Context: an optimization exercise on an open-source flow, tuned for small area. The choices shown serve that exercise and are no tape-out recipe.
The RTL was checked by simulation tests, not by an equivalence proof against the original design.
Power is estimated from default activity; no workload was simulated.

==> inputs of trial 56 <==
Design Nco_Single_Gen, start of the top module:
module Nco_Single_Gen(
    input wire clk,
    input wire rst_n,
    input wire ref_pps_pedge,
    input wire [15:0] init_phase,
    input wire DDS_enable,
    input wire DDS_CH_enable,
    input wire signed [7:0] DDS_scale,
    input wire [63:0] D_i,
    output wire [31:0] DDS_IQ_o
    );
==> module Nco_Single_Gen, before the edit <==
module Nco_Single_Gen(
    input wire clk,
    input wire rst_n,
    input wire ref_pps_pedge,
    input wire [15:0] init_phase,
    input wire DDS_enable,
    input wire DDS_CH_enable,
    input wire signed [7:0] DDS_scale,
    input wire [63:0] D_i,
    output wire [31:0] DDS_IQ_o
    );
    reg        en_d1;
    reg        pps_d1;
    reg        shock;
    reg [47:0] B;         
    reg [9:0]  acc_hi;    
    wire [47:0] a = shock ? 48'd0 : B;
    wire [47:0] d = DDS_enable ? D_i[47:0] : 48'd0;
    wire [47:0] sum;
    nco_add48 add (.a(a), .b(d), .s(sum));
    always @(posedge clk or negedge rst_n)
        if (!rst_n) begin
            en_d1  <= 1'b0;
            pps_d1 <= 1'b0;
            shock  <= 1'b0;
            B      <= 48'd0;
            acc_hi <= 10'd0;
        end else begin
            en_d1  <= DDS_CH_enable;
            pps_d1 <= ref_pps_pedge;
            if (DDS_CH_enable & ~en_d1)
                shock <= 1'b1;
            else if (pps_d1)
                shock <= 1'b0;
            B      <= sum;
            acc_hi <= a[47:38];
        end
    reg [9:0] ph1;
    always @(posedge clk)
        ph1 <= acc_hi + init_phase[9:0];
    wire [7:0] j1 = ph1[7:0];
    wire [7:0] x1 = j1[7] ? (8'd0 - j1) : j1;
    reg  [7:0] x8;
    reg        swap, sq, si;
    always @(posedge clk) begin
        x8   <= x1;
        swap <= ph1[8] ^ j1[7];
        sq   <= ph1[9];
        si   <= ph1[9] ^ ph1[8];
    end
    wire [14:0] s_t, c_t;
    blk_mem_gen_0 rom (.x(x8[6:0]), .sin_o(s_t), .cos_o(c_t));
    localparam [14:0] K45 = 15'd23170;
    wire [14:0] s_o = s_t | (K45 & {15{x8[7]}});
    wire [14:0] c_o = c_t & ~(~K45 & {15{x8[7]}});
    wire [14:0] mq = swap ? c_o : s_o;
    wire [14:0] mi = swap ? s_o : c_o;
    wire signed [15:0] vq = sq ? -{1'b0, mq} : {1'b0, mq};
    wire signed [15:0] vi = si ? -{1'b0, mi} : {1'b0, mi};
    wire [3:0] sh = (DDS_scale[7:4] != 4'd0) ? 4'd15 : DDS_scale[3:0];
    wire signed [15:0] oq = vq >>> sh;
    wire signed [15:0] oi = vi >>> sh;
    assign DDS_IQ_o = DDS_CH_enable ? {oq, oi} : 32'd0;
endmodule
==> module nco_add48, before the edit <==
module nco_add48 (input [47:0] a, input [47:0] b, output [47:0] s);
    localparam K = 4;
    localparam NB = 48 / K;
    wire [47:0] p = a ^ b;
    wire [47:0] g = a & b;
    wire [K:0] gg [0:NB-1];
    wire [K:0] pp [0:NB-1];
    wire [47:0] c;
    reg  [NB-1:0] CG;    
    genvar bk, j;
    generate for (bk = 0; bk < NB; bk = bk + 1) begin: blk
        assign gg[bk][0] = 1'b0;
        assign pp[bk][0] = 1'b1;
        for (j = 0; j < K; j = j + 1) begin: bt
            assign gg[bk][j+1] = g[bk*K+j] | (p[bk*K+j] & gg[bk][j]);
            assign pp[bk][j+1] = p[bk*K+j] & pp[bk][j];
        end
    end endgenerate
    integer i, m;
    reg [NB-1:0] pg, pq;
    always @* begin
        for (i = 0; i < NB; i = i + 1) begin
            pg[i] = gg[i][K];
            pq[i] = pp[i][K];
        end
        for (i = 1; (1 << i) <= NB; i = i + 1)
            for (m = (1 << i) - 1; m < NB; m = m + (1 << i)) begin
                pg[m] = pg[m] | (pq[m] & pg[m - (1 << (i-1))]);
                pq[m] = pq[m] & pq[m - (1 << (i-1))];
            end
        for (i = 6; i > 0; i = i - 1)
            if ((1 << i) <= 2*NB)
            for (m = (1 << i) + (1 << (i-1)) - 1; m < NB; m = m + (1 << i)) begin
                pg[m] = pg[m] | (pq[m] & pg[m - (1 << (i-1))]);
                pq[m] = pq[m] & pq[m - (1 << (i-1))];
            end
        CG = pg;    
    end
    generate for (bk = 0; bk < NB; bk = bk + 1) begin: cin
        wire ci;
        if (bk == 0) begin: z
            assign ci = 1'b0;
        end else begin: nz
            assign ci = CG[bk-1];
        end
        for (j = 0; j < K; j = j + 1) begin: bt
            assign c[bk*K+j] = gg[bk][j] | (pp[bk][j] & ci);
        end
    end endgenerate
    assign s = p ^ c;
endmodule
export LEC_CHECK = 0
export ABC_AREA = 1
export CAP_MARGIN = 10
export CORE_MARGIN = 2
export CORE_UTILIZATION = 65
export CTS_BUF_LIST = sky130_fd_sc_hd__clkbuf_8
export GPL_TIMING_DRIVEN = 0
export PLACE_DENSITY = 0.8
export SLEW_MARGIN = 10
export SYNTH_MEMORY_MAX_BITS = 32768
create_clock -name core_clock -period 8.0 [get_ports {clk}]
standard.sh (not shown) runs the stock make flow with config.mk's settings and CLKGATE_MAP_FILE= SYNTH_SCRIPT=/design/flow/synth_recipe.tcl, a recipe that flattens the netlist after the stock synthesis.
==> flow/flow/run.sh <==
#!/bin/bash
# Standard layout, with one change to synthesis: technology mapping.
#  - the design is mapped with ABC script flow/area.abc (area-oriented amap)
#    instead of ORFS's abc_area.script;
#  - the carry-lookahead adder module nco_add48 (no registers) is kept apart
#    until mapping and mapped with flow/add.abc (amap without choice
#    computation), so that its lookahead structure survives; the design is
#    flattened afterwards as in the standard synthesis.
# Port buffers are sky130_fd_sc_hd__buf_1 (buffer_ports -buffer_cell) rather than
# the tool's default choice; repair may still resize them.
# Registers, flattening, renaming and floorplan-to-finish are the standard flow.
set -euo pipefail
W=$(pwd)
sed -e 's#^source $::env(SCRIPTS_DIR)/synth_preamble.tcl#&\nset abc_args_add [lreplace $abc_args 1 1 $::env(MY_ABC_ADD)]\nset abc_args [lreplace $abc_args 1 1 $::env(MY_ABC)]#' \
    -e 's#^hierarchy -check -top $::env(DESIGN_NAME)#&\nsetattr -mod -set keep_hierarchy 1 nco_add48#' \
    -e 's#^  log_cmd abc {\*}$abc_args$#  log_cmd abc {*}$abc_args_add nco_add48\n  log_cmd abc {*}$abc_args $::env(DESIGN_NAME)#' \
    "$FLOW_HOME/scripts/synth.tcl" > "$W/orfs_synth.tcl"
test "$(grep -c 'MY_ABC\|nco_add48' "$W/orfs_synth.tcl")" -eq 4
sed "s#source \$::env(SCRIPTS_DIR)/synth.tcl#source $W/orfs_synth.tcl#" synth_recipe.tcl > "$W/my_synth.tcl"
grep -q "orfs_synth.tcl" "$W/my_synth.tcl"
sed "s#$W/synth_recipe.tcl#$W/my_synth.tcl#" standard.sh > "$W/my_standard.sh"
grep -q "my_synth.tcl" "$W/my_standard.sh"
export MY_ABC="$W/flow/area.abc"
export MY_ABC_ADD="$W/flow/add.abc"
export BUFFER_PORTS_ARGS="-buffer_cell sky130_fd_sc_hd__buf_1"
bash "$W/my_standard.sh" > "$W/flow_make.log" 2>&1
==> flow/flow/add.abc <==
strash
amap
topo
stime -c
==> flow/flow/area.abc <==
strash
dch -f
amap
topo
stime -c
==> inputs of trial 66, as changes to trial 56 <==
==> flow/config.mk (replaced) <==
export PLATFORM = sky130hd
export DESIGN_NAME = Nco_Single_Gen
export DESIGN_NICKNAME = Nco_Single_Gen
export VERILOG_FILES = /design/flow/design.v
export SDC_FILE = /design/flow/constraint.sdc
export NUM_CORES = 4
export LEC_CHECK = 0
export ABC_AREA = 1
export CAP_MARGIN = 20
export CORE_MARGIN = 2
export CORE_UTILIZATION = 55
export GPL_TIMING_DRIVEN = 0
export PLACE_DENSITY = 0.7
export SLEW_MARGIN = 20
export SYNTH_MEMORY_MAX_BITS = 32768
==> inputs of build 98, as changes to trial 56 <==
--- a/flow/design.v
+++ b/flow/design.v
@@ -962,7 +962,7 @@
     wire [47:0] a = shock ? 48'd0 : B;
     wire [47:0] d = DDS_enable ? D_i[47:0] : 48'd0;
     wire [47:0] sum;
-    nco_add48 add (.a(a), .b(d), .s(sum));
+    nco_add48 #(.K(4)) add (.a(a), .b(d), .s(sum));
     always @(posedge clk or negedge rst_n)
         if (!rst_n) begin
             en_d1  <= 1'b0;
@@ -1007,8 +1007,7 @@
     wire signed [15:0] oi = vi >>> sh;
     assign DDS_IQ_o = DDS_CH_enable ? {oq, oi} : 32'd0;
 endmodule
-module nco_add48 (input [47:0] a, input [47:0] b, output [47:0] s);
-    localparam K = 4;
+module nco_add48 #(parameter K = 4) (input [47:0] a, input [47:0] b, output [47:0] s);
     localparam NB = 48 / K;
     wire [47:0] p = a ^ b;
     wire [47:0] g = a & b;
==> flow/flow/run.sh (replaced) <==
#!/bin/bash
# Standard layout, with one change to synthesis: the technology-mapping ABC
# script is flow/area.abc instead of ORFS's abc_area.script. Everything else
# (registers, flattening, renaming, floorplan to finish) is the standard flow.
set -euo pipefail
W=$(pwd)
# ORFS synthesis script with the ABC script replaced
sed 's#^source $::env(SCRIPTS_DIR)/synth_preamble.tcl#&\nset abc_args [lreplace $abc_args 1 1 $::env(MY_ABC)]#' \
    "$FLOW_HOME/scripts/synth.tcl" > "$W/orfs_synth.tcl"
grep -q 'MY_ABC' "$W/orfs_synth.tcl"
sed "s#source \$::env(SCRIPTS_DIR)/synth.tcl#source $W/orfs_synth.tcl#" synth_recipe.tcl > "$W/my_synth.tcl"
grep -q "orfs_synth.tcl" "$W/my_synth.tcl"
sed "s#$W/synth_recipe.tcl#$W/my_synth.tcl#" standard.sh > "$W/my_standard.sh"
grep -q "my_synth.tcl" "$W/my_standard.sh"
export MY_ABC="$W/flow/area.abc"
bash "$W/my_standard.sh" > "$W/flow_make.log" 2>&1
==> flow/config.mk (replaced) <==
export PLATFORM = sky130hd
export DESIGN_NAME = Nco_Single_Gen
export DESIGN_NICKNAME = Nco_Single_Gen
export VERILOG_FILES = /design/flow/design.v
export SDC_FILE = /design/flow/constraint.sdc
export NUM_CORES = 4
export LEC_CHECK = 0
export ABC_AREA = 1
export CAP_MARGIN = 20
export CORE_MARGIN = 2
export CORE_UTILIZATION = 55
export PLACE_DENSITY = 0.7
export SLEW_MARGIN = 20
export SYNTH_MEMORY_MAX_BITS = 32768
removed: flow/flow/add.abc
==> inputs of trial 84, as changes to trial 56 <==
--- a/flow/flow/run.sh
+++ b/flow/flow/run.sh
@@ -3,8 +3,8 @@
 #  - the design is mapped with ABC script flow/area.abc (area-oriented amap)
 #    instead of ORFS's abc_area.script;
 #  - the carry-lookahead adder module nco_add48 (no registers) is kept apart
-#    until mapping and mapped with flow/add.abc (amap without choice
-#    computation), so that its lookahead structure survives; the design is
+#    until mapping and mapped with flow/add.abc (a copy of ORFS's
+#    abc_area.script), so that its lookahead structure survives; the design is
 #    flattened afterwards as in the standard synthesis.
 # Port buffers are sky130_fd_sc_hd__buf_1 (buffer_ports -buffer_cell) rather than
 # the tool's default choice; repair may still resize them.
==> flow/flow/add.abc (replaced) <==
strash
dch
map -B 0.9
topo
stime -c
buffer -c
upsize -c
dnsize -c
==> flow/config.mk (replaced) <==
export PLATFORM = sky130hd
export DESIGN_NAME = Nco_Single_Gen
export DESIGN_NICKNAME = Nco_Single_Gen
export VERILOG_FILES = /design/flow/design.v
export SDC_FILE = /design/flow/constraint.sdc
export NUM_CORES = 4
export LEC_CHECK = 0
export ABC_AREA = 1
export CAP_MARGIN = 20
export CORE_MARGIN = 2
export CORE_UTILIZATION = 55
export PLACE_DENSITY = 0.7
export SLEW_MARGIN = 20
export SYNTH_MEMORY_MAX_BITS = 32768
==> impl_table.tex <==
\begin{tabular}{lr}
\hline
Metric & Value \\
\hline
\multicolumn{2}{l}{\textbf{Status}} \\
Run status & no timing/DRC/antenna violations \\
\multicolumn{2}{l}{\textbf{Logic synthesis}} \\
Post-synthesis cell type count & 46 \\
Area share of xor/xnor cells in the synthesized design & 1.125\% \\
\multicolumn{2}{l}{\textbf{Placed design}} \\
Post-Place Setup Slack & -315.4 ps \\
Estimated wirelength of the detail-placed design & 24520 µm \\
\multicolumn{2}{l}{\textbf{Worst setup path}} \\
Critical path cell sequence & ha\_2 -> nor2\_1 -> nor2\_1 -> clkinv\_1 -> nor2\_1 -> nor3\_1 -> o221a\_1 -> nor3\_1 -> nor3\_1 -> o22ai\_1 -> clkinv\_1 -> nor3\_1 -> clkinv\_1 -> nor2\_1 -> nand4\_1 -> o21ai\_0 -> nor2\_1 -> a21oi\_1 -> o22ai\_1 -> o21ai\_0 -> a22oi\_1 -> o22ai\_1 -> nor2\_1 -> buf\_1 \\
Setup crit end kind & primary output \\
Slowest stage cell on the critical path & dfxtp\_4 \\
\multicolumn{2}{l}{\textbf{Global route}} \\
Gr usage total & 36.94\% \\
Routing usage on met2 & 60.20\% \\
\multicolumn{2}{l}{\textbf{Power}} \\
Clock Power Share & 7.3\% \\
Share of power burned in registers & 15.5\% \\
\multicolumn{2}{l}{\textbf{Drt}} \\
First-pass iteration count of the detailed router & 6 \\
\multicolumn{2}{l}{\textbf{Final layout}} \\
Signal inverters & 136 \\
\multicolumn{2}{l}{\textbf{Die}} \\
Effective utilization at floorplan & 56.34\% \\
Total Die Area & 18050 µm² \\
\hline
\end{tabular}
# the run above: trial 66

==> impl_table.tex <==
\begin{tabular}{lr}
\hline
Metric & Value \\
\hline
\multicolumn{2}{l}{\textbf{Status}} \\
Run status & failed layout checks \\
Reasons for failing layout checks & setup timing \\
\multicolumn{2}{l}{\textbf{Logic synthesis}} \\
Post-synthesis cell type count & 45 \\
\multicolumn{2}{l}{\textbf{Worst setup path}} \\
Setup crit end kind & register \\
\multicolumn{2}{l}{\textbf{Power}} \\
Clock Power Share & 7.4\% \\
Share of power burned in registers & 11.6\% \\
\multicolumn{2}{l}{\textbf{Placed design}} \\
Post-Place Setup Slack & -439.1 ps \\
Estimated wirelength of the detail-placed design & 28900 µm \\
\multicolumn{2}{l}{\textbf{Timing}} \\
Final setup violation count & 4 \\
Final WS setup & -210.7 ps \\
\multicolumn{2}{l}{\textbf{Die}} \\
Effective utilization at floorplan & 55.48\% \\
Total Die Area & 17590 µm² \\
\multicolumn{2}{l}{\textbf{Global route}} \\
Routing usage on met2 & 76.02\% \\
\hline
\end{tabular}
# the run above: build 98

==> impl_table.tex <==
\begin{tabular}{lr}
\hline
Metric & Value \\
\hline
\multicolumn{2}{l}{\textbf{Drt}} \\
Wire length after detailed routing & 34030 µm \\
First-pass iteration count of the detailed router & 8 \\
\multicolumn{2}{l}{\textbf{Worst setup path}} \\
Setup crit end kind & primary output \\
Slowest stage cell on the critical path & dfxtp\_4 \\
Critical path cell sequence & inv\_4 -> ha\_1 -> nor2\_1 -> o21ai\_0 -> nor2\_1 -> nor3\_1 -> o221a\_1 -> nor3\_1 -> nor3\_1 -> o22ai\_1 -> clkinv\_1 -> nor3\_1 -> clkinv\_1 -> nor2\_1 -> nand4\_1 -> o21ai\_0 -> a21oi\_1 -> o22ai\_1 -> o21ai\_0 -> a22oi\_1 -> nor2\_1 -> a211oi\_1 -> buf\_1 \\
\multicolumn{2}{l}{\textbf{Global route}} \\
Via count of the first global-routing pass & 10.59k \\
Routing usage on met2 & 70.54\% \\
\multicolumn{2}{l}{\textbf{Die}} \\
Total Die Area & 15350 µm² \\
\multicolumn{2}{l}{\textbf{Status}} \\
Run status & no timing/DRC/antenna violations \\
\multicolumn{2}{l}{\textbf{Power}} \\
Share of power burned in registers & 16.5\% \\
Clock Power Share & 5.5\% \\
\multicolumn{2}{l}{\textbf{Final layout}} \\
Signal inverters & 136 \\
\multicolumn{2}{l}{\textbf{Timing}} \\
Final Hold Viols & 0 \\
\multicolumn{2}{l}{\textbf{Placed design}} \\
Post-Place Setup Slack & -454.0 ps \\
\multicolumn{2}{l}{\textbf{Logic synthesis}} \\
Area share of xor/xnor cells in the synthesized design & 1.125\% \\
Post-synthesis cell type count & 46 \\
\hline
\end{tabular}
# the run above: trial 56

==> impl_table.tex <==
\begin{tabular}{lr}
\hline
Metric & Value \\
\hline
\multicolumn{2}{l}{\textbf{Status}} \\
Run status & no timing/DRC/antenna violations \\
\multicolumn{2}{l}{\textbf{Worst setup path}} \\
Setup crit end kind & primary output \\
Critical path cell sequence & clkinv\_1 -> buf\_4 -> ha\_1 -> clkinv\_1 -> nand2\_1 -> nor2\_1 -> buf\_4 -> a2111oi\_0 -> buf\_4 -> o311ai\_0 -> o22ai\_1 -> ha\_1 -> nand3\_1 -> nor3\_1 -> clkinv\_1 -> buf\_4 -> o41ai\_1 -> o21ai\_0 -> o22a\_1 -> o22ai\_1 -> o22ai\_1 -> a221oi\_1 -> buf\_1 \\
Slowest stage cell on the critical path & ha\_1 \\
\multicolumn{2}{l}{\textbf{Die}} \\
Effective utilization at floorplan & 55.84\% \\
Total Die Area & 18450 µm² \\
\multicolumn{2}{l}{\textbf{Final layout}} \\
Signal inverters & 156 \\
\multicolumn{2}{l}{\textbf{Global route}} \\
Routing usage on met2 & 58.42\% \\
Gr usage total & 36.45\% \\
\multicolumn{2}{l}{\textbf{Placed design}} \\
Post-Place Setup Slack & 1264 ps \\
\multicolumn{2}{l}{\textbf{Power}} \\
Clock Power Share & 7.2\% \\
\multicolumn{2}{l}{\textbf{Logic synthesis}} \\
Area share of xor/xnor cells in the synthesized design & 2.657\% \\
\hline
\end{tabular}
# the run above: trial 84

what the ideal ports hide:
Ports are ideal in the flow. The routed layouts listed here were re-timed in OpenROAD.
Step 1 assumes that a clkbuf_16 drives the clock port and a buf_2 every other input.
Step 2 adds t to the input delays and takes it off the output delays; t is the mean of the earliest and latest rising clock arrival at the registers after step 1. Input paths then give back, and output paths get back, about the clock's delay inside the block.
Three values: ideal ports, drivers, drivers and shift; two values: the first two.
run	t, ns	slack for setup (ns)	worst data-port slew with drivers (ns)
trial 56	0.394	0.503 / 0.472 / 0.382	0.07
trial 66	0.372	0.250 / 0.209 / 0.581	0.05
build 98	0.397	-0.211 / -0.218 / -0.615	0.07
trial 84	0.372	0.667 / 0.626 / 0.998	0.05
For build 98, which loses most, drivers alone change the setup slack by -0.007 ns; drivers and shift together by -0.404 ns.
